What follows belongs to an exercise in optimizing a design on an open flow for small area, a short achievable clock period and few clock cycles per item; a production flow would make more cautious choices. No run shown here included a check of the RTL's function; only the layout flow was run. No activity file was given, so power comes from the tool's default toggle rates.

--- config.mk ---
export PLATFORM = sky130hd
export DESIGN_NAME = el2_exu_div_ctl
export DESIGN_NICKNAME = el2_exu_div_ctl
export VERILOG_FILES = /design/flow/design.v
export SDC_FILE = /design/flow/constraint.sdc
export NUM_CORES = 8
export LEC_CHECK = 0
export CAP_MARGIN = 40
export CORE_MARGIN = 2
export CORE_UTILIZATION = 40
export SETUP_SLACK_MARGIN = 5
export SLEW_MARGIN = 40
export SYNTH_HIERARCHICAL = 1
export SYNTH_MINIMUM_KEEP_SIZE = 0
--- constraint.sdc ---
create_clock -name core_clock -period 12.0 [get_ports {clk}]
set_input_delay 2.4000 -clock core_clock [delete_from_list [all_inputs] [get_ports {clk}]]
set_output_delay 2.4000 -clock core_clock [all_outputs]
set_load 0.01 [all_outputs]
--- design.v ---
module el2_exu_div_ctl
  (
   input logic           clk,                        
   input logic           rst_l,                      
   input logic           dp_valid,                   
   input logic           dp_unsign,                  
   input logic           dp_rem,                     
   input logic  [31:0]   dividend,                   
   input logic  [31:0]   divisor,                    
   input logic           cancel,                     
   output logic          finish_dly,                 
   output logic [31:0]   out                         
  );
   logic        sv_ff;                  
   logic        it_ff;                  
   logic        fin_ff;                 
   logic [3:0]  cnt_ff;                 
   logic [31:0] r_ff;                   
   logic [31:0] q_ff;                   
   logic [32:0] b_ff;                   
   logic        rem_ff, neg_ff;         
   wire  busy = sv_ff | it_ff;
   wire  last = it_ff & (cnt_ff == 4'd0);
   wire  sa = ~dp_unsign & dividend[31];
   wire  sb = ~dp_unsign & divisor[31];
   wire  bz = (divisor == 32'b0);
   wire [31:0] abs_a, abs_b;
   div_cneg_in u_nega (.s(sa), .x(dividend), .y(abs_a));
   div_cneg_in u_negb (.s(sb), .x(divisor),  .y(abs_b));
   wire        q1, d1_co, q2, d2_co;
   wire [31:0] r1, d2;
   div_step34 u_s1 (.en(it_ff), .x({2'b0, r_ff}), .b({1'b0, b_ff}), .q(q1), .co(d1_co), .y(r1));
   div_step33 u_s2 (.en(it_ff), .x({1'b0, r1}), .b({1'b0, b_ff[32:1]}), .q(q2), .co(d2_co), .y(d2));
   wire        early = ~d1_co;
   wire [5:0]  clza, clzb;
   div_clz32 u_clza (.x(r_ff), .n(clza));
   div_clz32 u_clzb (.x(b_ff[31:0]), .n(clzb));
   wire [5:0]  sdiff = clzb - clza;                     
   wire        bzero = clzb[5];
   wire [3:0]  m     = (bzero | ~sv_ff) ? 4'hf : sdiff[4:1];
   wire        keep1 = 1'b1;
   wire        go    = it_ff;
   wire        lastq = last;
   wire        qb1   = q1;
   wire        qb2   = q2;
   wire [32:0] b_rot;
   div_rot33 u_rot (.b(b_ff), .m(m), .y(b_rot));
   wire [31:0] r_next, q_next;
   wire [32:0] b_next;
   assign r_next = q2 ? d2 : (busy ? (keep1 ? r1 : r_ff) : abs_a);
   assign q_next = go ? ((lastq & rem_ff) ? r_next : {q_ff[29:0], qb1, qb2}) :
                   sv_ff ? 32'b0 : (abs_a & {32{dp_rem}});
   assign b_next = busy ? b_rot : {1'b0, abs_b};
   always_ff @(posedge clk or negedge rst_l) begin
      if (!rst_l) begin
         sv_ff  <= 1'b0;
         it_ff  <= 1'b0;
         fin_ff <= 1'b0;
      end
      else begin
         sv_ff  <= dp_valid & ~cancel;
         it_ff  <= ~cancel & ((sv_ff & ~early) | (it_ff & (cnt_ff != 4'd0)));
         fin_ff <= ~cancel & last;
      end
   end
   always_ff @(posedge clk) begin
      cnt_ff <= sv_ff ? m : cnt_ff - 4'd1;
      r_ff   <= r_next;
      q_ff   <= q_next;
      b_ff   <= b_next;
      if (!busy) begin
         rem_ff <= dp_rem;
         neg_ff <= dp_rem ? sa : (sa ^ sb) & ~bz;
      end
   end
   wire [31:0] ans;
   div_cneg_out u_nego (.s(neg_ff), .x(q_ff), .y(ans));
   assign out        = ans;
   assign finish_dly = ~cancel & (fin_ff | (sv_ff & early));
endmodule  
module div_cneg_in (input logic s, input logic [31:0] x, output logic [31:0] y);
   wire yy_po_l0_1 = x[1] | x[0];
   wire yy_po_l0_3 = x[3] | x[2];
   wire yy_po_l0_5 = x[5] | x[4];
   wire yy_po_l0_7 = x[7] | x[6];
   wire yy_po_l0_9 = x[9] | x[8];
   wire yy_po_l0_11 = x[11] | x[10];
   wire yy_po_l0_13 = x[13] | x[12];
   wire yy_po_l0_15 = x[15] | x[14];
   wire yy_po_l0_17 = x[17] | x[16];
   wire yy_po_l0_19 = x[19] | x[18];
   wire yy_po_l0_21 = x[21] | x[20];
   wire yy_po_l0_23 = x[23] | x[22];
   wire yy_po_l0_25 = x[25] | x[24];
   wire yy_po_l0_27 = x[27] | x[26];
   wire yy_po_l0_29 = x[29] | x[28];
   wire yy_po_l1_2 = x[2] | yy_po_l0_1;
   wire yy_po_l1_3 = yy_po_l0_3 | yy_po_l0_1;
   wire yy_po_l1_6 = x[6] | yy_po_l0_5;
   wire yy_po_l1_7 = yy_po_l0_7 | yy_po_l0_5;
   wire yy_po_l1_10 = x[10] | yy_po_l0_9;
   wire yy_po_l1_11 = yy_po_l0_11 | yy_po_l0_9;
   wire yy_po_l1_14 = x[14] | yy_po_l0_13;
   wire yy_po_l1_15 = yy_po_l0_15 | yy_po_l0_13;
   wire yy_po_l1_18 = x[18] | yy_po_l0_17;
   wire yy_po_l1_19 = yy_po_l0_19 | yy_po_l0_17;
   wire yy_po_l1_22 = x[22] | yy_po_l0_21;
   wire yy_po_l1_23 = yy_po_l0_23 | yy_po_l0_21;
   wire yy_po_l1_26 = x[26] | yy_po_l0_25;
   wire yy_po_l1_27 = yy_po_l0_27 | yy_po_l0_25;
   wire yy_po_l1_30 = x[30] | yy_po_l0_29;
   wire yy_po_l2_4 = x[4] | yy_po_l1_3;
   wire yy_po_l2_5 = yy_po_l0_5 | yy_po_l1_3;
   wire yy_po_l2_6 = yy_po_l1_6 | yy_po_l1_3;
   wire yy_po_l2_7 = yy_po_l1_7 | yy_po_l1_3;
   wire yy_po_l2_12 = x[12] | yy_po_l1_11;
   wire yy_po_l2_13 = yy_po_l0_13 | yy_po_l1_11;
   wire yy_po_l2_14 = yy_po_l1_14 | yy_po_l1_11;
   wire yy_po_l2_15 = yy_po_l1_15 | yy_po_l1_11;
   wire yy_po_l2_20 = x[20] | yy_po_l1_19;
   wire yy_po_l2_21 = yy_po_l0_21 | yy_po_l1_19;
   wire yy_po_l2_22 = yy_po_l1_22 | yy_po_l1_19;
   wire yy_po_l2_23 = yy_po_l1_23 | yy_po_l1_19;
   wire yy_po_l2_28 = x[28] | yy_po_l1_27;
   wire yy_po_l2_29 = yy_po_l0_29 | yy_po_l1_27;
   wire yy_po_l2_30 = yy_po_l1_30 | yy_po_l1_27;
   wire yy_po_l3_8 = x[8] | yy_po_l2_7;
   wire yy_po_l3_9 = yy_po_l0_9 | yy_po_l2_7;
   wire yy_po_l3_10 = yy_po_l1_10 | yy_po_l2_7;
   wire yy_po_l3_11 = yy_po_l1_11 | yy_po_l2_7;
   wire yy_po_l3_12 = yy_po_l2_12 | yy_po_l2_7;
   wire yy_po_l3_13 = yy_po_l2_13 | yy_po_l2_7;
   wire yy_po_l3_14 = yy_po_l2_14 | yy_po_l2_7;
   wire yy_po_l3_15 = yy_po_l2_15 | yy_po_l2_7;
   wire yy_po_l3_24 = x[24] | yy_po_l2_23;
   wire yy_po_l3_25 = yy_po_l0_25 | yy_po_l2_23;
   wire yy_po_l3_26 = yy_po_l1_26 | yy_po_l2_23;
   wire yy_po_l3_27 = yy_po_l1_27 | yy_po_l2_23;
   wire yy_po_l3_28 = yy_po_l2_28 | yy_po_l2_23;
   wire yy_po_l3_29 = yy_po_l2_29 | yy_po_l2_23;
   wire yy_po_l3_30 = yy_po_l2_30 | yy_po_l2_23;
   wire yy_po_l4_16 = x[16] | yy_po_l3_15;
   wire yy_po_l4_17 = yy_po_l0_17 | yy_po_l3_15;
   wire yy_po_l4_18 = yy_po_l1_18 | yy_po_l3_15;
   wire yy_po_l4_19 = yy_po_l1_19 | yy_po_l3_15;
   wire yy_po_l4_20 = yy_po_l2_20 | yy_po_l3_15;
   wire yy_po_l4_21 = yy_po_l2_21 | yy_po_l3_15;
   wire yy_po_l4_22 = yy_po_l2_22 | yy_po_l3_15;
   wire yy_po_l4_23 = yy_po_l2_23 | yy_po_l3_15;
   wire yy_po_l4_24 = yy_po_l3_24 | yy_po_l3_15;
   wire yy_po_l4_25 = yy_po_l3_25 | yy_po_l3_15;
   wire yy_po_l4_26 = yy_po_l3_26 | yy_po_l3_15;
   wire yy_po_l4_27 = yy_po_l3_27 | yy_po_l3_15;
   wire yy_po_l4_28 = yy_po_l3_28 | yy_po_l3_15;
   wire yy_po_l4_29 = yy_po_l3_29 | yy_po_l3_15;
   wire yy_po_l4_30 = yy_po_l3_30 | yy_po_l3_15;
   wire [30:0] yy_po;
   assign yy_po[0] = x[0];
   assign yy_po[1] = yy_po_l0_1;
   assign yy_po[2] = yy_po_l1_2;
   assign yy_po[3] = yy_po_l1_3;
   assign yy_po[4] = yy_po_l2_4;
   assign yy_po[5] = yy_po_l2_5;
   assign yy_po[6] = yy_po_l2_6;
   assign yy_po[7] = yy_po_l2_7;
   assign yy_po[8] = yy_po_l3_8;
   assign yy_po[9] = yy_po_l3_9;
   assign yy_po[10] = yy_po_l3_10;
   assign yy_po[11] = yy_po_l3_11;
   assign yy_po[12] = yy_po_l3_12;
   assign yy_po[13] = yy_po_l3_13;
   assign yy_po[14] = yy_po_l3_14;
   assign yy_po[15] = yy_po_l3_15;
   assign yy_po[16] = yy_po_l4_16;
   assign yy_po[17] = yy_po_l4_17;
   assign yy_po[18] = yy_po_l4_18;
   assign yy_po[19] = yy_po_l4_19;
   assign yy_po[20] = yy_po_l4_20;
   assign yy_po[21] = yy_po_l4_21;
   assign yy_po[22] = yy_po_l4_22;
   assign yy_po[23] = yy_po_l4_23;
   assign yy_po[24] = yy_po_l4_24;
   assign yy_po[25] = yy_po_l4_25;
   assign yy_po[26] = yy_po_l4_26;
   assign yy_po[27] = yy_po_l4_27;
   assign yy_po[28] = yy_po_l4_28;
   assign yy_po[29] = yy_po_l4_29;
   assign yy_po[30] = yy_po_l4_30;
   wire [31:0] yy;
   assign yy[0] = x[0];
   assign yy[31:1] = x[31:1] ^ ({31{s}} & yy_po);
   assign y = yy;
endmodule
module div_cneg_out (input logic s, input logic [31:0] x, output logic [31:0] y);
   wire yy_po_l0_1 = x[1] | x[0];
   wire yy_po_l0_3 = x[3] | x[2];
   wire yy_po_l0_5 = x[5] | x[4];
   wire yy_po_l0_7 = x[7] | x[6];
   wire yy_po_l0_9 = x[9] | x[8];
   wire yy_po_l0_11 = x[11] | x[10];
   wire yy_po_l0_13 = x[13] | x[12];
   wire yy_po_l0_15 = x[15] | x[14];
   wire yy_po_l0_17 = x[17] | x[16];
   wire yy_po_l0_19 = x[19] | x[18];
   wire yy_po_l0_21 = x[21] | x[20];
   wire yy_po_l0_23 = x[23] | x[22];
   wire yy_po_l0_25 = x[25] | x[24];
   wire yy_po_l0_27 = x[27] | x[26];
   wire yy_po_l0_29 = x[29] | x[28];
   wire yy_po_l1_2 = x[2] | yy_po_l0_1;
   wire yy_po_l1_3 = yy_po_l0_3 | yy_po_l0_1;
   wire yy_po_l1_6 = x[6] | yy_po_l0_5;
   wire yy_po_l1_7 = yy_po_l0_7 | yy_po_l0_5;
   wire yy_po_l1_10 = x[10] | yy_po_l0_9;
   wire yy_po_l1_11 = yy_po_l0_11 | yy_po_l0_9;
   wire yy_po_l1_14 = x[14] | yy_po_l0_13;
   wire yy_po_l1_15 = yy_po_l0_15 | yy_po_l0_13;
   wire yy_po_l1_18 = x[18] | yy_po_l0_17;
   wire yy_po_l1_19 = yy_po_l0_19 | yy_po_l0_17;
   wire yy_po_l1_22 = x[22] | yy_po_l0_21;
   wire yy_po_l1_23 = yy_po_l0_23 | yy_po_l0_21;
   wire yy_po_l1_26 = x[26] | yy_po_l0_25;
   wire yy_po_l1_27 = yy_po_l0_27 | yy_po_l0_25;
   wire yy_po_l1_30 = x[30] | yy_po_l0_29;
   wire yy_po_l2_4 = x[4] | yy_po_l1_3;
   wire yy_po_l2_5 = yy_po_l0_5 | yy_po_l1_3;
   wire yy_po_l2_6 = yy_po_l1_6 | yy_po_l1_3;
   wire yy_po_l2_7 = yy_po_l1_7 | yy_po_l1_3;
   wire yy_po_l2_12 = x[12] | yy_po_l1_11;
   wire yy_po_l2_13 = yy_po_l0_13 | yy_po_l1_11;
   wire yy_po_l2_14 = yy_po_l1_14 | yy_po_l1_11;
   wire yy_po_l2_15 = yy_po_l1_15 | yy_po_l1_11;
   wire yy_po_l2_20 = x[20] | yy_po_l1_19;
   wire yy_po_l2_21 = yy_po_l0_21 | yy_po_l1_19;
   wire yy_po_l2_22 = yy_po_l1_22 | yy_po_l1_19;
   wire yy_po_l2_23 = yy_po_l1_23 | yy_po_l1_19;
   wire yy_po_l2_28 = x[28] | yy_po_l1_27;
   wire yy_po_l2_29 = yy_po_l0_29 | yy_po_l1_27;
   wire yy_po_l2_30 = yy_po_l1_30 | yy_po_l1_27;
   wire yy_po_l3_8 = x[8] | yy_po_l2_7;
   wire yy_po_l3_9 = yy_po_l0_9 | yy_po_l2_7;
   wire yy_po_l3_10 = yy_po_l1_10 | yy_po_l2_7;
   wire yy_po_l3_11 = yy_po_l1_11 | yy_po_l2_7;
   wire yy_po_l3_12 = yy_po_l2_12 | yy_po_l2_7;
   wire yy_po_l3_13 = yy_po_l2_13 | yy_po_l2_7;
   wire yy_po_l3_14 = yy_po_l2_14 | yy_po_l2_7;
   wire yy_po_l3_15 = yy_po_l2_15 | yy_po_l2_7;
   wire yy_po_l3_24 = x[24] | yy_po_l2_23;
   wire yy_po_l3_25 = yy_po_l0_25 | yy_po_l2_23;
   wire yy_po_l3_26 = yy_po_l1_26 | yy_po_l2_23;
   wire yy_po_l3_27 = yy_po_l1_27 | yy_po_l2_23;
   wire yy_po_l3_28 = yy_po_l2_28 | yy_po_l2_23;
   wire yy_po_l3_29 = yy_po_l2_29 | yy_po_l2_23;
   wire yy_po_l3_30 = yy_po_l2_30 | yy_po_l2_23;
   wire yy_po_l4_16 = x[16] | yy_po_l3_15;
   wire yy_po_l4_17 = yy_po_l0_17 | yy_po_l3_15;
   wire yy_po_l4_18 = yy_po_l1_18 | yy_po_l3_15;
   wire yy_po_l4_19 = yy_po_l1_19 | yy_po_l3_15;
   wire yy_po_l4_20 = yy_po_l2_20 | yy_po_l3_15;
   wire yy_po_l4_21 = yy_po_l2_21 | yy_po_l3_15;
   wire yy_po_l4_22 = yy_po_l2_22 | yy_po_l3_15;
   wire yy_po_l4_23 = yy_po_l2_23 | yy_po_l3_15;
   wire yy_po_l4_24 = yy_po_l3_24 | yy_po_l3_15;
   wire yy_po_l4_25 = yy_po_l3_25 | yy_po_l3_15;
   wire yy_po_l4_26 = yy_po_l3_26 | yy_po_l3_15;
   wire yy_po_l4_27 = yy_po_l3_27 | yy_po_l3_15;
   wire yy_po_l4_28 = yy_po_l3_28 | yy_po_l3_15;
   wire yy_po_l4_29 = yy_po_l3_29 | yy_po_l3_15;
   wire yy_po_l4_30 = yy_po_l3_30 | yy_po_l3_15;
   wire [30:0] yy_po;
   assign yy_po[0] = x[0];
   assign yy_po[1] = yy_po_l0_1;
   assign yy_po[2] = yy_po_l1_2;
   assign yy_po[3] = yy_po_l1_3;
   assign yy_po[4] = yy_po_l2_4;
   assign yy_po[5] = yy_po_l2_5;
   assign yy_po[6] = yy_po_l2_6;
   assign yy_po[7] = yy_po_l2_7;
   assign yy_po[8] = yy_po_l3_8;
   assign yy_po[9] = yy_po_l3_9;
   assign yy_po[10] = yy_po_l3_10;
   assign yy_po[11] = yy_po_l3_11;
   assign yy_po[12] = yy_po_l3_12;
   assign yy_po[13] = yy_po_l3_13;
   assign yy_po[14] = yy_po_l3_14;
   assign yy_po[15] = yy_po_l3_15;
   assign yy_po[16] = yy_po_l4_16;
   assign yy_po[17] = yy_po_l4_17;
   assign yy_po[18] = yy_po_l4_18;
   assign yy_po[19] = yy_po_l4_19;
   assign yy_po[20] = yy_po_l4_20;
   assign yy_po[21] = yy_po_l4_21;
   assign yy_po[22] = yy_po_l4_22;
   assign yy_po[23] = yy_po_l4_23;
   assign yy_po[24] = yy_po_l4_24;
   assign yy_po[25] = yy_po_l4_25;
   assign yy_po[26] = yy_po_l4_26;
   assign yy_po[27] = yy_po_l4_27;
   assign yy_po[28] = yy_po_l4_28;
   assign yy_po[29] = yy_po_l4_29;
   assign yy_po[30] = yy_po_l4_30;
   wire [31:0] yy;
   assign yy[0] = x[0];
   assign yy[31:1] = x[31:1] ^ ({31{s}} & yy_po);
   assign y = yy;
endmodule
module div_step34 (input logic en, input logic [33:0] x, input logic [33:0] b, output logic q, output logic co, output logic [31:0] y);
   wire [33:0] d_p0 = x ^ ~b;
   wire [33:0] d_g0 = x & ~b;
   wire d_g1_1 = d_g0[1] | (d_p0[1] & (d_g0[0] | d_p0[0]));
   wire d_g1_3 = d_g0[3] | (d_p0[3] & d_g0[2]);
   wire d_p1_3 = d_p0[3] & d_p0[2];
   wire d_g1_5 = d_g0[5] | (d_p0[5] & d_g0[4]);
   wire d_p1_5 = d_p0[5] & d_p0[4];
   wire d_g1_7 = d_g0[7] | (d_p0[7] & d_g0[6]);
   wire d_p1_7 = d_p0[7] & d_p0[6];
   wire d_g1_9 = d_g0[9] | (d_p0[9] & d_g0[8]);
   wire d_p1_9 = d_p0[9] & d_p0[8];
   wire d_g1_11 = d_g0[11] | (d_p0[11] & d_g0[10]);
   wire d_p1_11 = d_p0[11] & d_p0[10];
   wire d_g1_13 = d_g0[13] | (d_p0[13] & d_g0[12]);
   wire d_p1_13 = d_p0[13] & d_p0[12];
   wire d_g1_15 = d_g0[15] | (d_p0[15] & d_g0[14]);
   wire d_p1_15 = d_p0[15] & d_p0[14];
   wire d_g1_17 = d_g0[17] | (d_p0[17] & d_g0[16]);
   wire d_p1_17 = d_p0[17] & d_p0[16];
   wire d_g1_19 = d_g0[19] | (d_p0[19] & d_g0[18]);
   wire d_p1_19 = d_p0[19] & d_p0[18];
   wire d_g1_21 = d_g0[21] | (d_p0[21] & d_g0[20]);
   wire d_p1_21 = d_p0[21] & d_p0[20];
   wire d_g1_23 = d_g0[23] | (d_p0[23] & d_g0[22]);
   wire d_p1_23 = d_p0[23] & d_p0[22];
   wire d_g1_25 = d_g0[25] | (d_p0[25] & d_g0[24]);
   wire d_p1_25 = d_p0[25] & d_p0[24];
   wire d_g1_27 = d_g0[27] | (d_p0[27] & d_g0[26]);
   wire d_p1_27 = d_p0[27] & d_p0[26];
   wire d_g1_29 = d_g0[29] | (d_p0[29] & d_g0[28]);
   wire d_p1_29 = d_p0[29] & d_p0[28];
   wire d_g1_31 = d_g0[31] | (d_p0[31] & d_g0[30]);
   wire d_p1_31 = d_p0[31] & d_p0[30];
   wire d_g1_33 = d_g0[33] | (d_p0[33] & d_g0[32]);
   wire d_p1_33 = d_p0[33] & d_p0[32];
   wire d_g2_3 = d_g1_3 | (d_p1_3 & d_g1_1);
   wire d_g2_7 = d_g1_7 | (d_p1_7 & d_g1_5);
   wire d_p2_7 = d_p1_7 & d_p1_5;
   wire d_g2_11 = d_g1_11 | (d_p1_11 & d_g1_9);
   wire d_p2_11 = d_p1_11 & d_p1_9;
   wire d_g2_15 = d_g1_15 | (d_p1_15 & d_g1_13);
   wire d_p2_15 = d_p1_15 & d_p1_13;
   wire d_g2_19 = d_g1_19 | (d_p1_19 & d_g1_17);
   wire d_p2_19 = d_p1_19 & d_p1_17;
   wire d_g2_23 = d_g1_23 | (d_p1_23 & d_g1_21);
   wire d_p2_23 = d_p1_23 & d_p1_21;
   wire d_g2_27 = d_g1_27 | (d_p1_27 & d_g1_25);
   wire d_p2_27 = d_p1_27 & d_p1_25;
   wire d_g2_31 = d_g1_31 | (d_p1_31 & d_g1_29);
   wire d_p2_31 = d_p1_31 & d_p1_29;
   wire d_g3_7 = d_g2_7 | (d_p2_7 & d_g2_3);
   wire d_g3_15 = d_g2_15 | (d_p2_15 & d_g2_11);
   wire d_p3_15 = d_p2_15 & d_p2_11;
   wire d_g3_23 = d_g2_23 | (d_p2_23 & d_g2_19);
   wire d_p3_23 = d_p2_23 & d_p2_19;
   wire d_g3_31 = d_g2_31 | (d_p2_31 & d_g2_27);
   wire d_p3_31 = d_p2_31 & d_p2_27;
   wire d_g4_15 = d_g3_15 | (d_p3_15 & d_g3_7);
   wire d_g4_31 = d_g3_31 | (d_p3_31 & d_g3_23);
   wire d_p4_31 = d_p3_31 & d_p3_23;
   wire d_g5_31 = d_g4_31 | (d_p4_31 & d_g4_15);
   wire d_g7_23 = d_g3_23 | (d_p3_23 & d_g4_15);
   wire d_g8_11 = d_g2_11 | (d_p2_11 & d_g3_7);
   wire d_g8_19 = d_g2_19 | (d_p2_19 & d_g4_15);
   wire d_g8_27 = d_g2_27 | (d_p2_27 & d_g7_23);
   wire d_g9_5 = d_g1_5 | (d_p1_5 & d_g2_3);
   wire d_g9_9 = d_g1_9 | (d_p1_9 & d_g3_7);
   wire d_g9_13 = d_g1_13 | (d_p1_13 & d_g8_11);
   wire d_g9_17 = d_g1_17 | (d_p1_17 & d_g4_15);
   wire d_g9_21 = d_g1_21 | (d_p1_21 & d_g8_19);
   wire d_g9_25 = d_g1_25 | (d_p1_25 & d_g7_23);
   wire d_g9_29 = d_g1_29 | (d_p1_29 & d_g8_27);
   wire d_g9_33 = d_g1_33 | (d_p1_33 & d_g5_31);
   wire d_g10_2 = d_g0[2] | (d_p0[2] & d_g1_1);
   wire d_g10_4 = d_g0[4] | (d_p0[4] & d_g2_3);
   wire d_g10_6 = d_g0[6] | (d_p0[6] & d_g9_5);
   wire d_g10_8 = d_g0[8] | (d_p0[8] & d_g3_7);
   wire d_g10_10 = d_g0[10] | (d_p0[10] & d_g9_9);
   wire d_g10_12 = d_g0[12] | (d_p0[12] & d_g8_11);
   wire d_g10_14 = d_g0[14] | (d_p0[14] & d_g9_13);
   wire d_g10_16 = d_g0[16] | (d_p0[16] & d_g4_15);
   wire d_g10_18 = d_g0[18] | (d_p0[18] & d_g9_17);
   wire d_g10_20 = d_g0[20] | (d_p0[20] & d_g8_19);
   wire d_g10_22 = d_g0[22] | (d_p0[22] & d_g9_21);
   wire d_g10_24 = d_g0[24] | (d_p0[24] & d_g7_23);
   wire d_g10_26 = d_g0[26] | (d_p0[26] & d_g9_25);
   wire d_g10_28 = d_g0[28] | (d_p0[28] & d_g8_27);
   wire d_g10_30 = d_g0[30] | (d_p0[30] & d_g9_29);
   wire d_g10_32 = d_g0[32] | (d_p0[32] & d_g5_31);
   wire [33:0] d_c = {d_g9_33, d_g10_32, d_g5_31, d_g10_30, d_g9_29, d_g10_28, d_g8_27, d_g10_26, d_g9_25, d_g10_24, d_g7_23, d_g10_22, d_g9_21, d_g10_20, d_g8_19, d_g10_18, d_g9_17, d_g10_16, d_g4_15, d_g10_14, d_g9_13, d_g10_12, d_g8_11, d_g10_10, d_g9_9, d_g10_8, d_g3_7, d_g10_6, d_g9_5, d_g10_4, d_g2_3, d_g10_2, d_g1_1, (d_g0[0] | d_p0[0])};
   wire [33:0] d = d_p0 ^ {d_c[32:0], 1'b1};
   wire d_co = d_c[33];
   assign co = d_co;
   assign q  = en & d_co;
   assign y  = q ? d[31:0] : x[31:0];
endmodule
module div_step33 (input logic en, input logic [32:0] x, input logic [32:0] b, output logic q, output logic co, output logic [31:0] y);
   wire [32:0] d_p0 = x ^ ~b;
   wire [32:0] d_g0 = x & ~b;
   wire d_g1_1 = d_g0[1] | (d_p0[1] & (d_g0[0] | d_p0[0]));
   wire d_g1_3 = d_g0[3] | (d_p0[3] & d_g0[2]);
   wire d_p1_3 = d_p0[3] & d_p0[2];
   wire d_g1_5 = d_g0[5] | (d_p0[5] & d_g0[4]);
   wire d_p1_5 = d_p0[5] & d_p0[4];
   wire d_g1_7 = d_g0[7] | (d_p0[7] & d_g0[6]);
   wire d_p1_7 = d_p0[7] & d_p0[6];
   wire d_g1_9 = d_g0[9] | (d_p0[9] & d_g0[8]);
   wire d_p1_9 = d_p0[9] & d_p0[8];
   wire d_g1_11 = d_g0[11] | (d_p0[11] & d_g0[10]);
   wire d_p1_11 = d_p0[11] & d_p0[10];
   wire d_g1_13 = d_g0[13] | (d_p0[13] & d_g0[12]);
   wire d_p1_13 = d_p0[13] & d_p0[12];
   wire d_g1_15 = d_g0[15] | (d_p0[15] & d_g0[14]);
   wire d_p1_15 = d_p0[15] & d_p0[14];
   wire d_g1_17 = d_g0[17] | (d_p0[17] & d_g0[16]);
   wire d_p1_17 = d_p0[17] & d_p0[16];
   wire d_g1_19 = d_g0[19] | (d_p0[19] & d_g0[18]);
   wire d_p1_19 = d_p0[19] & d_p0[18];
   wire d_g1_21 = d_g0[21] | (d_p0[21] & d_g0[20]);
   wire d_p1_21 = d_p0[21] & d_p0[20];
   wire d_g1_23 = d_g0[23] | (d_p0[23] & d_g0[22]);
   wire d_p1_23 = d_p0[23] & d_p0[22];
   wire d_g1_25 = d_g0[25] | (d_p0[25] & d_g0[24]);
   wire d_p1_25 = d_p0[25] & d_p0[24];
   wire d_g1_27 = d_g0[27] | (d_p0[27] & d_g0[26]);
   wire d_p1_27 = d_p0[27] & d_p0[26];
   wire d_g1_29 = d_g0[29] | (d_p0[29] & d_g0[28]);
   wire d_p1_29 = d_p0[29] & d_p0[28];
   wire d_g1_31 = d_g0[31] | (d_p0[31] & d_g0[30]);
   wire d_p1_31 = d_p0[31] & d_p0[30];
   wire d_g2_3 = d_g1_3 | (d_p1_3 & d_g1_1);
   wire d_g2_7 = d_g1_7 | (d_p1_7 & d_g1_5);
   wire d_p2_7 = d_p1_7 & d_p1_5;
   wire d_g2_11 = d_g1_11 | (d_p1_11 & d_g1_9);
   wire d_p2_11 = d_p1_11 & d_p1_9;
   wire d_g2_15 = d_g1_15 | (d_p1_15 & d_g1_13);
   wire d_p2_15 = d_p1_15 & d_p1_13;
   wire d_g2_19 = d_g1_19 | (d_p1_19 & d_g1_17);
   wire d_p2_19 = d_p1_19 & d_p1_17;
   wire d_g2_23 = d_g1_23 | (d_p1_23 & d_g1_21);
   wire d_p2_23 = d_p1_23 & d_p1_21;
   wire d_g2_27 = d_g1_27 | (d_p1_27 & d_g1_25);
   wire d_p2_27 = d_p1_27 & d_p1_25;
   wire d_g2_31 = d_g1_31 | (d_p1_31 & d_g1_29);
   wire d_p2_31 = d_p1_31 & d_p1_29;
   wire d_g3_7 = d_g2_7 | (d_p2_7 & d_g2_3);
   wire d_g3_15 = d_g2_15 | (d_p2_15 & d_g2_11);
   wire d_p3_15 = d_p2_15 & d_p2_11;
   wire d_g3_23 = d_g2_23 | (d_p2_23 & d_g2_19);
   wire d_p3_23 = d_p2_23 & d_p2_19;
   wire d_g3_31 = d_g2_31 | (d_p2_31 & d_g2_27);
   wire d_p3_31 = d_p2_31 & d_p2_27;
   wire d_g4_15 = d_g3_15 | (d_p3_15 & d_g3_7);
   wire d_g4_31 = d_g3_31 | (d_p3_31 & d_g3_23);
   wire d_p4_31 = d_p3_31 & d_p3_23;
   wire d_g5_31 = d_g4_31 | (d_p4_31 & d_g4_15);
   wire d_g7_23 = d_g3_23 | (d_p3_23 & d_g4_15);
   wire d_g8_11 = d_g2_11 | (d_p2_11 & d_g3_7);
   wire d_g8_19 = d_g2_19 | (d_p2_19 & d_g4_15);
   wire d_g8_27 = d_g2_27 | (d_p2_27 & d_g7_23);
   wire d_g9_5 = d_g1_5 | (d_p1_5 & d_g2_3);
   wire d_g9_9 = d_g1_9 | (d_p1_9 & d_g3_7);
   wire d_g9_13 = d_g1_13 | (d_p1_13 & d_g8_11);
   wire d_g9_17 = d_g1_17 | (d_p1_17 & d_g4_15);
   wire d_g9_21 = d_g1_21 | (d_p1_21 & d_g8_19);
   wire d_g9_25 = d_g1_25 | (d_p1_25 & d_g7_23);
   wire d_g9_29 = d_g1_29 | (d_p1_29 & d_g8_27);
   wire d_g10_2 = d_g0[2] | (d_p0[2] & d_g1_1);
   wire d_g10_4 = d_g0[4] | (d_p0[4] & d_g2_3);
   wire d_g10_6 = d_g0[6] | (d_p0[6] & d_g9_5);
   wire d_g10_8 = d_g0[8] | (d_p0[8] & d_g3_7);
   wire d_g10_10 = d_g0[10] | (d_p0[10] & d_g9_9);
   wire d_g10_12 = d_g0[12] | (d_p0[12] & d_g8_11);
   wire d_g10_14 = d_g0[14] | (d_p0[14] & d_g9_13);
   wire d_g10_16 = d_g0[16] | (d_p0[16] & d_g4_15);
   wire d_g10_18 = d_g0[18] | (d_p0[18] & d_g9_17);
   wire d_g10_20 = d_g0[20] | (d_p0[20] & d_g8_19);
   wire d_g10_22 = d_g0[22] | (d_p0[22] & d_g9_21);
   wire d_g10_24 = d_g0[24] | (d_p0[24] & d_g7_23);
   wire d_g10_26 = d_g0[26] | (d_p0[26] & d_g9_25);
   wire d_g10_28 = d_g0[28] | (d_p0[28] & d_g8_27);
   wire d_g10_30 = d_g0[30] | (d_p0[30] & d_g9_29);
   wire d_g10_32 = d_g0[32] | (d_p0[32] & d_g5_31);
   wire [32:0] d_c = {d_g10_32, d_g5_31, d_g10_30, d_g9_29, d_g10_28, d_g8_27, d_g10_26, d_g9_25, d_g10_24, d_g7_23, d_g10_22, d_g9_21, d_g10_20, d_g8_19, d_g10_18, d_g9_17, d_g10_16, d_g4_15, d_g10_14, d_g9_13, d_g10_12, d_g8_11, d_g10_10, d_g9_9, d_g10_8, d_g3_7, d_g10_6, d_g9_5, d_g10_4, d_g2_3, d_g10_2, d_g1_1, (d_g0[0] | d_p0[0])};
   wire [32:0] d = d_p0 ^ {d_c[31:0], 1'b1};
   wire d_co = d_c[32];
   assign co = d_co;
   assign q  = en & d_co;
   assign y  = d[31:0];
endmodule
module div_clz32 (input logic [31:0] x, output logic [5:0] n);
   wire c_v0_0 = x[1] | x[0];
   wire c_z0_0 = ~x[1];
   wire c_v0_1 = x[3] | x[2];
   wire c_z0_1 = ~x[3];
   wire c_v0_2 = x[5] | x[4];
   wire c_z0_2 = ~x[5];
   wire c_v0_3 = x[7] | x[6];
   wire c_z0_3 = ~x[7];
   wire c_v0_4 = x[9] | x[8];
   wire c_z0_4 = ~x[9];
   wire c_v0_5 = x[11] | x[10];
   wire c_z0_5 = ~x[11];
   wire c_v0_6 = x[13] | x[12];
   wire c_z0_6 = ~x[13];
   wire c_v0_7 = x[15] | x[14];
   wire c_z0_7 = ~x[15];
   wire c_v0_8 = x[17] | x[16];
   wire c_z0_8 = ~x[17];
   wire c_v0_9 = x[19] | x[18];
   wire c_z0_9 = ~x[19];
   wire c_v0_10 = x[21] | x[20];
   wire c_z0_10 = ~x[21];
   wire c_v0_11 = x[23] | x[22];
   wire c_z0_11 = ~x[23];
   wire c_v0_12 = x[25] | x[24];
   wire c_z0_12 = ~x[25];
   wire c_v0_13 = x[27] | x[26];
   wire c_z0_13 = ~x[27];
   wire c_v0_14 = x[29] | x[28];
   wire c_z0_14 = ~x[29];
   wire c_v0_15 = x[31] | x[30];
   wire c_z0_15 = ~x[31];
   wire c_v1_0 = c_v0_1 | c_v0_0;
   wire c_z1_0_0 = c_v0_1 ? c_z0_1 : c_z0_0;
   wire c_v1_1 = c_v0_3 | c_v0_2;
   wire c_z1_1_0 = c_v0_3 ? c_z0_3 : c_z0_2;
   wire c_v1_2 = c_v0_5 | c_v0_4;
   wire c_z1_2_0 = c_v0_5 ? c_z0_5 : c_z0_4;
   wire c_v1_3 = c_v0_7 | c_v0_6;
   wire c_z1_3_0 = c_v0_7 ? c_z0_7 : c_z0_6;
   wire c_v1_4 = c_v0_9 | c_v0_8;
   wire c_z1_4_0 = c_v0_9 ? c_z0_9 : c_z0_8;
   wire c_v1_5 = c_v0_11 | c_v0_10;
   wire c_z1_5_0 = c_v0_11 ? c_z0_11 : c_z0_10;
   wire c_v1_6 = c_v0_13 | c_v0_12;
   wire c_z1_6_0 = c_v0_13 ? c_z0_13 : c_z0_12;
   wire c_v1_7 = c_v0_15 | c_v0_14;
   wire c_z1_7_0 = c_v0_15 ? c_z0_15 : c_z0_14;
   wire c_v2_0 = c_v1_1 | c_v1_0;
   wire c_z2_0_0 = c_v1_1 ? ~c_v0_3 : ~c_v0_1;
   wire c_z2_0_1 = c_v1_1 ? c_z1_1_0 : c_z1_0_0;
   wire c_v2_1 = c_v1_3 | c_v1_2;
   wire c_z2_1_0 = c_v1_3 ? ~c_v0_7 : ~c_v0_5;
   wire c_z2_1_1 = c_v1_3 ? c_z1_3_0 : c_z1_2_0;
   wire c_v2_2 = c_v1_5 | c_v1_4;
   wire c_z2_2_0 = c_v1_5 ? ~c_v0_11 : ~c_v0_9;
   wire c_z2_2_1 = c_v1_5 ? c_z1_5_0 : c_z1_4_0;
   wire c_v2_3 = c_v1_7 | c_v1_6;
   wire c_z2_3_0 = c_v1_7 ? ~c_v0_15 : ~c_v0_13;
   wire c_z2_3_1 = c_v1_7 ? c_z1_7_0 : c_z1_6_0;
   wire c_v3_0 = c_v2_1 | c_v2_0;
   wire c_z3_0_0 = c_v2_1 ? ~c_v1_3 : ~c_v1_1;
   wire c_z3_0_1 = c_v2_1 ? c_z2_1_0 : c_z2_0_0;
   wire c_z3_0_2 = c_v2_1 ? c_z2_1_1 : c_z2_0_1;
   wire c_v3_1 = c_v2_3 | c_v2_2;
   wire c_z3_1_0 = c_v2_3 ? ~c_v1_7 : ~c_v1_5;
   wire c_z3_1_1 = c_v2_3 ? c_z2_3_0 : c_z2_2_0;
   wire c_z3_1_2 = c_v2_3 ? c_z2_3_1 : c_z2_2_1;
   wire c_v4_0 = c_v3_1 | c_v3_0;
   wire c_z4_0_0 = c_v3_1 ? ~c_v2_3 : ~c_v2_1;
   wire c_z4_0_1 = c_v3_1 ? c_z3_1_0 : c_z3_0_0;
   wire c_z4_0_2 = c_v3_1 ? c_z3_1_1 : c_z3_0_1;
   wire c_z4_0_3 = c_v3_1 ? c_z3_1_2 : c_z3_0_2;
   wire [5:0] c = {~c_v4_0, c_v4_0 & ~c_v3_1, c_v4_0 & c_z4_0_0, c_v4_0 & c_z4_0_1, c_v4_0 & c_z4_0_2, c_v4_0 & c_z4_0_3};
   assign n = c;
endmodule
module div_rot33 (input logic [32:0] b, input logic [3:0] m, output logic [32:0] y);
   wire [32:0] b_r1  = {b[31:0], b[32]};
   wire [32:0] b_r2  = m[0] ? {b_r1[30:0], b_r1[32:31]} : b_r1;
   wire [32:0] b_r4  = m[1] ? {b_r2[28:0], b_r2[32:29]} : b_r2;
   wire [32:0] b_r8  = m[2] ? {b_r4[24:0], b_r4[32:25]} : b_r4;
   assign y          = m[3] ? {b_r8[16:0], b_r8[32:17]} : b_r8;
endmodule
--- flow/run.sh ---
#!/bin/bash
set -euo pipefail
MARGIN=${MARGIN:-6.8}
PORTBUF=${PORTBUF:-sky130_fd_sc_hd__buf_1}
sed -E -e "s/SETUP_SLACK_MARGIN=[^ ]+/SETUP_SLACK_MARGIN=${MARGIN}/" \
       -e "s/CLKGATE_MAP_FILE= /CLKGATE_MAP_FILE= 'BUFFER_PORTS_ARGS=-buffer_cell ${PORTBUF}' /" \
       standard.sh > standard_mod.sh
grep -q "BUFFER_PORTS_ARGS" standard_mod.sh
bash standard_mod.sh > flow.log 2>&1
--- standard.sh ---
#!/bin/bash
# synth_recipe.tcl (not shown) runs the flow's synth.tcl, then flattens the netlist and writes it again
# the make line also repeats each setting of config.mk as NAME=value (left out here)
make -C /OpenROAD-flow-scripts/flow DESIGN_CONFIG=/design/flow/config.mk WORK_HOME=/design/flow/orfs CLKGATE_MAP_FILE= SYNTH_SCRIPT=/design/flow/synth_recipe.tcl "${@:-finish}"
==> impl_metrics.json, run 1 <==
{
  "outcome": "complete, no violations",
  "grt_start_max_net_pins": 66,
  "hpwl_um": 27200,
  "io_buffers": 102,
  "rsz0062_at_grt": "yes",
  "whs_path_depth": 1,
  "syn_inst": 1264,
  "ctsHoldBuffers": 0,
  "hold_viol": 0,
  "cts-buffers-inserted": 9,
  "die_area_um2": 32500,
  "required_ns": 9.60,
  "cts_buffer_depth": 2,
  "n_antenna_cell": 0,
  "worst_skew_pair.late_latency_ns": 0.38,
  "track_usage_pct": 21.6,
  "fin_crit_sh_pct": 43.5,
  "die_w_um": 180,
  "final.setup.worst_slack_ns": 6.78,
  "rrSetupSlack_ns": 6.81,
  "final_cells": 1773,
  "final_common_cell": "inv_1",
  "htree_levels": 3,
  "start_kind": "flop",
  "tightest_slew_ns": 0.835,
  "grt_first_pass_wirelength_um": 56100,
  "grt_remaining_overflow": 0,
  "p_int_uw": 2250,
  "cts_tree": "built",
  "layout.nets": 1544,
  "p_sw_uw": 2040,
  "die_h_um": 180,
  "most-common-layout-cells": "inv_1 (113), xnor2_1 (110), buf_1 (100), nand2_1 (84), dfxtp_1 (62)",
  "holdCritStartpoint": "cnt_ff[0]",
  "placed_cells": 1712,
  "crit_fanout": 3,
  "finalSetupViolCount": 0,
  "grt_pass1_vias": 10200,
  "power.clock.fraction_pct": 7.7,
  "crit_type": "flop to output pin",
  "post-route-cell-area_um2": 14200,
  "drc": 0,
  "final_util_pct": 46.4,
  "pwr-share-comb_pct": 72.9,
  "r2r_end": "q_ff[24]",
  "syn_area_um2": 12400,
  "r2r-start": "b_ff[9]",
  "skew_ns": 0.0177,
  "p_seq_share_pct": 19.4,
  "nFillCells": 2888,
  "routed_wl_um": 36100,
  "drive_gt1_share_pct": 29.0,
  "root_buffer": "clkbuf_16",
  "vias": 10400,
  "ys_warn_count": 7,
  "min_period_ns": 5.22,
  "syn_area_per_cell_um2": 9.83,
  "dr.pass1.iters": 5,
  "p_sw_share_pct": 47.5,
  "routedWlPerCell_um": 20.3,
  "dp_slack_ns": 5.35,
  "placedInstanceArea_um2": 12900,
  "cap_violations": 0,
  "max_freq_mhz": 192,
  "clk_pin_slew_ns": 0.07,
  "core_area_um2": 30600,
  "routed_via_density": 5.88,
  "tns_ns": 0,
  "crit_cells": 14,
  "maxSlewViolCount": 0,
  "cp_cell_sequence": "inv_4 > ha_4 > fa_2 > nand2b_4 > a21oi_4 > o211ai_1 > buf_4 > a31oi_4 > nor3_1 > o21ai_2 > inv_1 > a21oi_2 > nor2_1 > buf_2",
  "slowest_delay_ns": 0.36,
  "io_pins": 103,
  "hold_path_class": "flop to flop",
  "areaGrowthSynthToFinish_pct": 14.3,
  "clock_sinks": 106,
  "holdPathEnd": "cnt_ff[0]",
  "cp_slowest_cell": "dfxtp_2",
  "p_leak_uw": 0.00577,
  "end_kind": "output pin",
  "detail-route-antenna-nets": 0,
  "ir_drop_mv": 0.118,
  "worstPathArrival_ns": 2.82,
  "worstPathBufferInverterCount": 4,
  "start_util_pct": 40.6,
  "drtIter0Drc": 662,
  "antenna_found_initial": 0,
  "crit_family": "compound AO/OA/AOI/OAI gates",
  "row_count": 64,
  "ff2ff_path_depth": 24,
  "gp_congestion": 0.948,
  "relSlewSlack_pct": 44.4,
  "power.density_nw_per_um2": 302
}
[worst max-delay path by stage]
stage | from | to | slack [ns]
3_3_place_gp | b_ff[23] | q_ff[6] | 5.50
4_1_cts | r_ff[0] | finish_dly | 6.80
3_5_place_dp | b_ff[23] | q_ff[10] | 5.35
5_1_grt | b_ff[9] | q_ff[26] | 6.61
2_1_floorplan | b_ff[27] | q_ff[27] | 6.99
6_report | r_ff[0] | finish_dly | 6.78
[metal layers]
layer / vias up / routed length [um] / global-route usage (%)
met5: - / 0 / 0
met3: 63 / 1890 / 3.44
met4: 0 / 1020 / 6.77
met1: 5126 / 14900 / 26.2
met2: 320 / 18200 / 38.8
li1: 4909 / - / -
[worst reg2reg max path: cells and delay by family, from the launching register on]
family	cells	cell delay [ns]
simple gates	2	0.23
fa+ha+maj	4	1.32
mux	1	0.24
compound gates	11	2.33
buf+inv	6	0.55
flops	1	0.41
[layout make-up]
type                    instances  area (um2)  share of cell area, %
inverters                     118         445                   3.14
well taps                     396         495                   3.49
clock buffers                  11         264                   1.86
repair buffers                156         885                   6.23
multi-input cells             981        9770                   68.8
flip-flops and latches        106        2280                   16.1
clock inverters                 5        65.1                  0.458
[power groups by stage]
stage,combinational (uW),sequential (uW),clock [uW]
6_report,3120,832,332
5_1_grt,3430,847,350
4_1_cts,2820,821,336
3_5_place_dp,2680,831,0
3_3_place_gp,2640,835,0
2_1_floorplan,2200,665,0
[timing repair]
item | 4_1_cts | 5_1_grt
setup endpoints to repair | 68 | 80
gates resized for setup | 78 | 80
pin swaps | 10 | 32
setup buffers | 15 | 28
cloned | 1 | 1
[flip-flops by register name (all words and copies together), names as in the netlist]
register,count
it_ff,1
q_ff,32
rem_ff,1
neg_ff,1
r_ff,32
fin_ff,1
b_ff,33
cnt_ff,4
sv_ff,1
[through the flow]
stage,power [uW],hold slack [ns]
5_1_grt,4630,0.556
3_3_place_gp,3480,0.475
3_5_place_dp,3510,0.476
6_report,4290,0.481
4_1_cts,3970,0.489
2_1_floorplan,2860,0.442
==> run 2: changes to the inputs <==
--- a/design.v
+++ b/design.v
@@ -48,7 +48,6 @@
    wire [31:0] r_next, q_next;
    wire [32:0] b_next;
-   assign r_next = q2 ? d2 : (busy ? (keep1 ? r1 : r_ff) : abs_a);
-   assign q_next = go ? ((lastq & rem_ff) ? r_next : {q_ff[29:0], qb1, qb2}) :
-                   sv_ff ? 32'b0 : (abs_a & {32{dp_rem}});
+   assign r_next = q2 ? d2 : (busy ? r1 : abs_a);
+   assign q_next = {32{it_ff}} & {q_ff[29:0], q1, q2};
    assign b_next = busy ? b_rot : {1'b0, abs_b};
    always_ff @(posedge clk or negedge rst_l) begin
@@ -75,5 +74,5 @@
    end
    wire [31:0] ans;
-   div_cneg_out u_nego (.s(neg_ff), .x(q_ff), .y(ans));
+   div_cneg_out u_nego (.s(neg_ff), .x(rem_ff ? r_ff : q_ff), .y(ans));
    assign out        = ans;
    assign finish_dly = ~cancel & (fin_ff | (sv_ff & early));
==> flow/run.sh (replaced) <==
#!/bin/bash
# The standard layout (standard.sh), with these changes in how the layout is made:
#  - every input and output port still gets its own buffer, but a plain buf_1
#    (OpenROAD's buffer_ports -buffer_cell) instead of the default delay buffer;
#    the resizer upsizes it where timing needs;
#  - any further ORFS variables listed in flow/extra_vars (one NAME=value per line).
# make's output goes to flow.log; ORFS keeps each step's own log under orfs/logs.
set -euo pipefail
MARGIN=${MARGIN:-6.8}
PORTBUF=${PORTBUF:-sky130_fd_sc_hd__buf_1}
EXTRA="'BUFFER_PORTS_ARGS=-buffer_cell ${PORTBUF}'"
if [[ -f flow/extra_vars ]]; then
  while read -r line; do
    [[ -z "$line" || "$line" == \#* ]] && continue
    EXTRA="$EXTRA '$line'"
  done < flow/extra_vars
fi
sed -E -e "s/SETUP_SLACK_MARGIN=[^ ]+/SETUP_SLACK_MARGIN=${MARGIN}/" \
       -e "s|CLKGATE_MAP_FILE= |CLKGATE_MAP_FILE= ${EXTRA} |" \
       standard.sh > standard_mod.sh
grep -q "BUFFER_PORTS_ARGS" standard_mod.sh
bash standard_mod.sh > flow.log 2>&1
==> run 2 against run 1 <==
Still clean on timing, DRC and antenna; final cell count is 0.96% lower; combinational power is 4% lower; sequential power is 2% higher; largest power group unchanged.
==> impl_metrics.json, run 2 <==
{
  "start_kind": "flop",
  "most-common-layout-cells": "inv_1 (118), xnor2_1 (109), nand2_1 (86), buf_1 (83), ha_1 (67)",
  "hpwl_um": 25800,
  "dr.pass1.iters": 5,
  "end_kind": "output pin",
  "tightest_slew_ns": 0.892,
  "power.density_nw_per_um2": 294,
  "p_leak_uw": 0.00580,
  "routed_via_density": 5.74,
  "finalSetupViolCount": 0,
  "track_usage_pct": 21.7,
  "r2r-start": "r_ff[21]",
  "max_freq_mhz": 185,
  "core_area_um2": 29900,
  "root_buffer": "clkbuf_16",
  "met2_usage_pct": 35.0,
  "io_pins": 103,
  "tns_ns": 0,
  "hold_viol": 0,
  "drc": 0,
  "cp_cell_sequence": "buf_12 > buf_16 > mux2_4 > or4_4 > or3_4 > o41ai_4 > xnor2_1 > buf_2",
  "grt_pass1_vias": 9507,
  "clock_sinks": 106,
  "final_cells": 1756,
  "grt_start_max_net_pins": 66,
  "relSlewSlack_pct": 40.2,
  "fin_crit_sh_pct": 45.1,
  "routedWlPerCell_um": 20.1,
  "nFillCells": 2741,
  "worst_skew_pair.late_latency_ns": 0.37,
  "routed_wl_um": 35300,
  "layout.nets": 1533,
  "ctsHoldBuffers": 0,
  "syn_inst": 1255,
  "placedInstanceArea_um2": 12800,
  "required_ns": 9.60,
  "die_area_um2": 32000,
  "row_count": 63,
  "regArea_um2": 2230,
  "cap_violations": 0,
  "die_w_um": 179,
  "grt-busiest-layer": "met2",
  "critPathLaunch": "rem_ff",
  "ir_drop_mv": 0.136,
  "use_met3_pct": 2.80,
  "maxSlewViolCount": 0,
  "hold_path_class": "flop to flop",
  "holdCritStartpoint": "q_ff[10]",
  "cts_tree": "built",
  "grt_remaining_overflow": 0,
  "min_period_ns": 5.41,
  "reg_top3": "b_ff: 33 flops, q_ff: 32 flops, r_ff: 32 flops",
  "dp_slack_ns": 6.42,
  "largest_reg_flops": 33,
  "htree_levels": 3,
  "drive_gt1_share_pct": 29.0,
  "rsz0062_at_grt": "yes",
  "use_met1_pct": 29.8,
  "syn_area_um2": 12200,
  "detail-route-antenna-nets": 0,
  "die_h_um": 179,
  "crit_type": "flop to output pin",
  "p_total_uw": 4130,
  "drtIter0Drc": 690,
  "areaGrowthSynthToFinish_pct": 15.2,
  "clk_pin_slew_ns": 0.08,
  "crit_fanout": 8,
  "cp_slowest_cell": "or4_4",
  "post-route-cell-area_um2": 14100,
  "cts_buffer_depth": 2,
  "ys_warn_count": 7,
  "skew_ns": 0.00765,
  "grt_first_pass_wirelength_um": 53800,
  "regMostFlops": "b_ff",
  "start_util_pct": 40.9,
  "placed_cells": 1703,
  "gp_congestion": 0.927,
  "cts-buffers-inserted": 9,
  "slowest_delay_ns": 0.52,
  "final_common_cell": "inv_1",
  "antenna_found_initial": 0,
  "final.setup.worst_slack_ns": 6.59,
  "multi_input_area_um2": 9700,
  "io_buffers": 102,
  "outcome": "complete, no violations",
  "n_antenna_cell": 0,
  "syn_area_per_cell_um2": 9.74,
  "worstPathArrival_ns": 3.01,
  "vias": 10100
}
[run 2: per-stage QoR]
stage | hold slack, ns | util, %
finish | 0.448 | 47.1
global route | 0.455 | 47.1
CTS | 0.450 | 45.7
detailed placement | 0.434 | 43.0
global placement | 0.429 | 42.8
floorplan | 0.422 | -
[run 2: final cells by class]
class / count / share of cell area, %
inverter: 118 / 3.15
multi-input combinational: 980 / 68.9
tap: 390 / 3.47
clock buffer: 9 / 1.60
clock inverter: 7 / 0.427
sequential: 106 / 15.9
timing repair buffer: 146 / 6.57
[run 2: timing repair]
item | CTS | global route
setup endpoints to repair | 74 | 68
setup buffers | 15 | 15
pin swaps | 17 | 20
resized for setup | 84 | 83
gates cloned | 3 | 4
[run 2: critical path: cells and delay by family (launching register included)]
kind / cells / cell delay, ns
simple gates: 2 / 0.97
xor+xnor: 1 / 0.18
compound gates: 1 / 0.24
buf+inv: 3 / 0.50
flops: 1 / 0.42
mux: 1 / 0.32
[run 2: metal layers]
layer / wire length (um) / vias to the layer above
li1: - / 4779
met1: 15900 / 4904
met2: 16500 / 330
met3: 1890 / 58
met4: 1080 / 0
met5: 0 / -
[run 2: final timing paths]
kind	to	depth (start not counted)	slack, ns
worst max-delay path	out[31]	8	6.59
worst min-delay path	q_ff[12]	1	0.45
worst max register to register	r_ff[26]	20	6.92
worst min register to register	q_ff[12]	1	0.45
max in group asynchronous	sv_ff	1	10.02
min in group asynchronous	it_ff	1	1.82
[run 2: power by group]
group	switching (uW)	total [uW]	leakage [uW]	internal (uW)
registers	347	848	0.000905	501
clock network	153	298	0.000144	145
logic	1520	2990	0.00475	1470
total	2020	4130	0.00580	2110
==> run 3: changes to the inputs <==
==> flow/extra_vars (new file) <==
SKIP_INCREMENTAL_REPAIR=1
==> run 3 against run 2 <==
Critical path depth did not move; die area did not move; hold slack improved by 0.0020 ns; non-clock buffer count fell by 16; final cell count fell by 1.1%; still clean on timing, DRC and antenna; sequential power fell by 2%; clock-buffer cell count did not move.
==> impl_metrics.json, run 3 <==
{
  "ir_drop_mv": 0.134,
  "nFillCells": 2777,
  "ys_warn_count": 7,
  "rrSetupSlack_ns": 6.78,
  "dr.pass1.iters": 5,
  "worst_skew_pair.late_latency_ns": 0.37,
  "skew_ns": 0.00780,
  "final_common_cell": "inv_1",
  "root_buffer": "clkbuf_16",
  "regMostFlops": "b_ff",
  "routed_via_density": 5.69,
  "worstPathArrival_ns": 2.98,
  "p_leak_uw": 0.00563,
  "detail-route-antenna-nets": 0,
  "routedWlPerCell_um": 19.5,
  "hold_viol": 0,
  "grt_first_pass_wirelength_um": 53800,
  "cts-buffers-inserted": 9,
  "cts_tree": "built",
  "track_usage_pct": 21.7,
  "tightest_slew_ns": 0.882,
  "die_area_um2": 32000,
  "multi_input_area_um2": 9460,
  "clock_sinks": 106,
  "hold_path_class": "flop to flop",
  "largest_reg_flops": 33,
  "n_antenna_cell": 0,
  "row_count": 63,
  "crit_type": "flop to output pin",
  "antenna_found_initial": 0,
  "regArea_um2": 2200,
  "post_cts_buffers": 15,
  "max_freq_mhz": 186,
  "start_util_pct": 40.9,
  "io_buffers": 102,
  "die_w_um": 179,
  "grt_remaining_overflow": 0,
  "io_pins": 103,
  "start_kind": "flop",
  "drive_gt1_share_pct": 24.4,
  "crit_fanout": 8,
  "syn_area_um2": 12200,
  "drc": 0,
  "cts_buffer_depth": 2,
  "reg_top3": "b_ff: 33 flops, q_ff: 32 flops, r_ff: 32 flops",
  "relSlewSlack_pct": 40.8,
  "holdWs_ns": 0.450,
  "cap_violations": 0,
  "vias": 9876,
  "maxSlewViolCount": 0,
  "fin_crit_sh_pct": 44.8,
  "grt_start_max_net_pins": 66,
  "min_period_ns": 5.38,
  "end_kind": "output pin",
  "power.density_nw_per_um2": 290,
  "required_ns": 9.60,
  "layout.nets": 1514,
  "ctsHoldBuffers": 0,
  "hpwl_um": 25800,
  "htree_levels": 3,
  "tns_ns": 0,
  "ctsResizeCount": 84,
  "syn_area_per_cell_um2": 9.74,
  "areaGrowthSynthToFinish_pct": 11.6,
  "gp_congestion": 0.927,
  "core_area_um2": 29900,
  "drtIter0Drc": 653,
  "grt_pass1_vias": 9507,
  "most-common-layout-cells": "inv_1 (118), xnor2_1 (110), buf_1 (91), nand2_1 (86), dfxtp_1 (74)",
  "outcome": "complete, no violations",
  "finalSetupViolCount": 0,
  "die_h_um": 179,
  "clk_pin_slew_ns": 0.08,
  "syn_inst": 1255,
  "routed_wl_um": 33800
}
[run 3: final cells by class]
cell class / count / share of cell area, %
flip-flops and latches: 106 / 16.1
multi-input cells: 977 / 69.3
well taps: 390 / 3.58
clock buffers: 9 / 1.65
repair buffers: 130 / 5.64
clock inverters: 7 / 0.440
inverters: 118 / 3.25
[run 3: per-layer routing]
| layer | GRT usage, % | routed length [um] | share of wire (%) |
|---|---|---|---|
| met1 | 29.8 | 15300 | 45 |
| met2 | 35.0 | 15600 | 46 |
| met3 | 2.80 | 1730 | 5.1 |
| met4 | 8.13 | 1140 | 3.4 |
| met5 | 0 | 0 | 0 |
[run 3: worst paths after layout]
| kind | startpoint | end | cells past startpoint |
|---|---|---|---|
| max | rem_ff | out[31] | 8 |
| min | q_ff[11] | q_ff[13] | 1 |
| max reg2reg | r_ff[30] | b_ff[7] | 15 |
| min reg2reg | q_ff[11] | q_ff[13] | 1 |
| max in group asynchronous | rst_l | sv_ff | 1 |
| min in group asynchronous | rst_l | it_ff | 1 |
[run 3: where the power goes]
part	switching (uW)	total (uW)	internal, uW
combinational	1440	2830	1390
clock	155	300	145
sequential	343	831	488
[run 3: critical path, stage by stage (launching register included)]
cell and delay (ns):
edfxtp_1 0.42, buf_12 0.17, buf_16 0.15, mux2_4 0.32, or4_4 0.55, or3_4 0.45
o41ai_4 0.23, xnor2_1 0.16, buf_2 0.16
[run 3: per-stage QoR]
| stage | cells | worst slack, ns | util [%] | power, uW | cell area (um2) |
|---|---|---|---|---|---|
| after floorplan | 1259 | 7.03 | - | 2870 | 12200 |
| after global placement | 1701 | 6.33 | 42.8 | 3500 | 12800 |
| after detailed placement | 1703 | 6.42 | 43.0 | 3530 | 12800 |
| after CTS | 1737 | 6.62 | 45.7 | 3940 | 13600 |
| after global routing | 1737 | 6.44 | 45.7 | 4320 | 13600 |
| final | 1737 | 6.62 | 45.7 | 3960 | 13600 |
==> run 4: changes to the inputs <==
--- a/flow/run.sh
+++ b/flow/run.sh
@@ -7,5 +7,5 @@
 # make's output goes to flow.log; ORFS keeps each step's own log under orfs/logs.
 set -euo pipefail
-MARGIN=${MARGIN:-6.8}
+MARGIN=${MARGIN:-6.9}
 PORTBUF=${PORTBUF:-sky130_fd_sc_hd__buf_1}
 EXTRA="'BUFFER_PORTS_ARGS=-buffer_cell ${PORTBUF}'"
==> run 4 against run 3 <==
Still clean on timing, DRC and antenna; non-clock buffer count rose by 8; synthesized cell count is the same; global-route usage is 0.18 points higher; sequential cell count did not move; critical path type unchanged; critical endpoint is now out[18]; largest power group unchanged.
==> impl_metrics.json, run 4 <==
{
  "required_ns": 9.60,
  "htree_levels": 3,
  "detail-route-antenna-nets": 0,
  "routedWlPerCell_um": 19.5,
  "outcome": "complete, no violations",
  "core_area_um2": 29900,
  "root_buffer": "clkbuf_16",
  "p_leak_uw": 0.00568,
  "die_area_um2": 32000,
  "grt_first_pass_wirelength_um": 54200,
  "hold_viol": 0,
  "cts_buffer_depth": 2,
  "syn_area_per_cell_um2": 9.74,
  "most-common-layout-cells": "inv_1 (118), xnor2_1 (110), nand2_1 (86), buf_1 (84), ha_1 (68)",
  "crit_type": "flop to output pin",
  "layout.nets": 1522,
  "grt_start_max_net_pins": 66,
  "antenna_found_initial": 0,
  "regMostFlops": "b_ff",
  "ys_warn_count": 7,
  "path_common_cell": "buf_4",
  "maxSlewViolCount": 0,
  "hold_path_class": "flop to flop",
  "syn_area_um2": 12200,
  "grt_remaining_overflow": 0,
  "clk_pin_slew_ns": 0.08,
  "drive_gt1_share_pct": 26.7,
  "crit_fanout": 14,
  "cp_slowest_cell": "edfxtp_1",
  "max_freq_mhz": 185,
  "finalSetupViolCount": 0,
  "tightest_slew_ns": 0.885,
  "holdWs_ns": 0.447,
  "wl_met2_um": 15800,
  "gp_congestion": 0.927,
  "crit_family": "buffers and inverters",
  "cp_cell_sequence": "buf_12 > buf_4 > buf_16 > mux2_4 > nor4_4 > buf_4 > nand4_4 > buf_12 > buf_4 > o31ai_2 > xnor2_1 > buf_2",
  "fin_crit_sh_pct": 45.1,
  "syn_inst": 1255,
  "row_count": 63,
  "clock_sinks": 106,
  "vias": 9920,
  "ctsHoldBuffers": 0,
  "worst_skew_pair.late_latency_ns": 0.37,
  "areaGrowthSynthToFinish_pct": 12.7,
  "top_layer_used": "met4",
  "cts-buffers-inserted": 9,
  "end_kind": "output pin",
  "start_util_pct": 40.9,
  "n_antenna_cell": 0,
  "ctsResizeCount": 124,
  "grt_pass1_vias": 9569,
  "routed_wl_um": 34000,
  "skew_ns": 0.00690,
  "ir_drop_mv": 0.135,
  "slowest_delay_ns": 0.42,
  "hpwl_um": 25800,
  "reg_top3": "b_ff: 33 flops, q_ff: 32 flops, r_ff: 32 flops",
  "relSlewSlack_pct": 40.6,
  "start_kind": "flop",
  "tns_ns": 0,
  "power.density_nw_per_um2": 290,
  "cap_violations": 0,
  "placed_cells": 1703,
  "drc": 0,
  "post_cts_buffers": 23,
  "final_cells": 1745,
  "die_w_um": 179,
  "wl_met1_um": 15400,
  "dr_wl_met3_um": 1720,
  "io_buffers": 102,
  "die_h_um": 179,
  "io_pins": 103,
  "worstPathBufferInverterCount": 7,
  "cts_tree": "built",
  "largest_reg_flops": 33,
  "track_usage_pct": 21.9,
  "dr.pass1.iters": 5,
  "final_common_cell": "inv_1",
  "worstPathArrival_ns": 3.01,
  "routed_via_density": 5.68,
  "min_period_ns": 5.41,
  "drtIter0Drc": 720
}
[run 4: path summary, 6_finish.rpt]
path	start	endpoint	slack [ns]	cells past startpoint
hold / removal	q_ff[10]	q_ff[12]	0.45	1
setup / recovery	rem_ff	out[18]	6.59	12
min in group asynchronous	rst_l	it_ff	1.82	1
hold reg to reg	q_ff[10]	q_ff[12]	0.45	1
setup reg to reg	b_ff[11]	r_ff[15]	6.82	22
max in group asynchronous	rst_l	sv_ff	10.03	1
[run 4: power by group]
part | switching, uW | leakage, uW | total [uW] | internal (uW)
Combinational | 1450 | 0.00463 | 2860 | 1410
Sequential | 343 | 0.000904 | 841 | 498
Clock | 154 | 0.000144 | 299 | 145
Total | 1950 | 0.00568 | 4000 | 2050
[run 4: through the flow]
stage          power (uW)  setup WS [ns]  utilization (%)  area, um2
2_1_floorplan        2870           7.03                -      12200
3_3_place_gp         3500           6.33             42.8      12800
3_5_place_dp         3530           6.42             43.0      12800
4_1_cts              3980           6.62             46.1      13800
5_1_grt              4360           6.42             46.1      13800
6_report             4000           6.59             46.1      13800
[run 4: per-layer routing]
metal	GRT usage, %	up-vias
met5	0	-
met4	7.93	0
met3	2.69	55
met2	35.8	317
met1	29.8	4792
li1	-	4756
[run 4: final cells by class]
type | count | area, um2
clock inverter | 7 | 60.1
clock buffer | 9 | 225
sequential | 106 | 2230
multi-input combinational | 977 | 9490
fill | 2775 | 16100
tap | 390 | 488
timing repair buffer | 138 | 838
inverter | 118 | 443
[run 4: worst register-to-register path: stages, from the launching register on]
cell       delay (ns)
dfxtp_4          0.42
inv_1            0.08
ha_1             0.34
a21oi_1          0.18
o21ai_0          0.12
a21oi_1          0.26
a31oi_2          0.15
buf_4            0.17
o41ai_4          0.41
buf_12           0.17
buf_4            0.19
mux2_4           0.33
ha_1             0.33
a21oi_1          0.19
nand2_1          0.09
o2111ai_2        0.28
nand2_1          0.14
a31oi_1          0.31
o21ai_0          0.20
fa_1             0.41
xor2_1           0.15
nand2_1          0.06
o21ai_1          0.06

## afterwards: timing with drivers on the ports
In the flow no input, the clock included, has a driving cell. The finished layouts below were timed again as built, in two steps.
Step 1 assumes that a clkbuf_16 drives the clock port and a buf_2 every other input.
Step 2, shift: input delay + t, output delay - t, t = (earliest + latest rising clock arrival at the registers) / 2. This alone moves slack from input paths to output paths.
a / b / c = ideal / step 1 / step 2; a / b = the first two.
| run | t, ns | setup WS [ns] | hold WS [ns] | worst setup path at the end | worst slew at a driven data input, ns |
|---|---|---|---|---|---|
| run 1 | 0.412 | 6.784 / 6.738 / 6.811 | 0.481 / 0.481 / 0.481 | register to register | 0.05 |
| run 2 | 0.417 | 6.588 / 6.536 / 6.823 | 0.448 / 0.448 / 0.448 | input to output | 0.04 |
| run 3 | 0.418 | 6.623 / 6.571 / 6.775 | 0.450 / 0.450 / 0.450 | register to register | 0.04 |
| run 4 | 0.420 | 6.592 / 6.540 / 6.803 | 0.447 / 0.447 / 0.447 | input to output | 0.04 |
After both steps setup and hold are still met in every run listed.
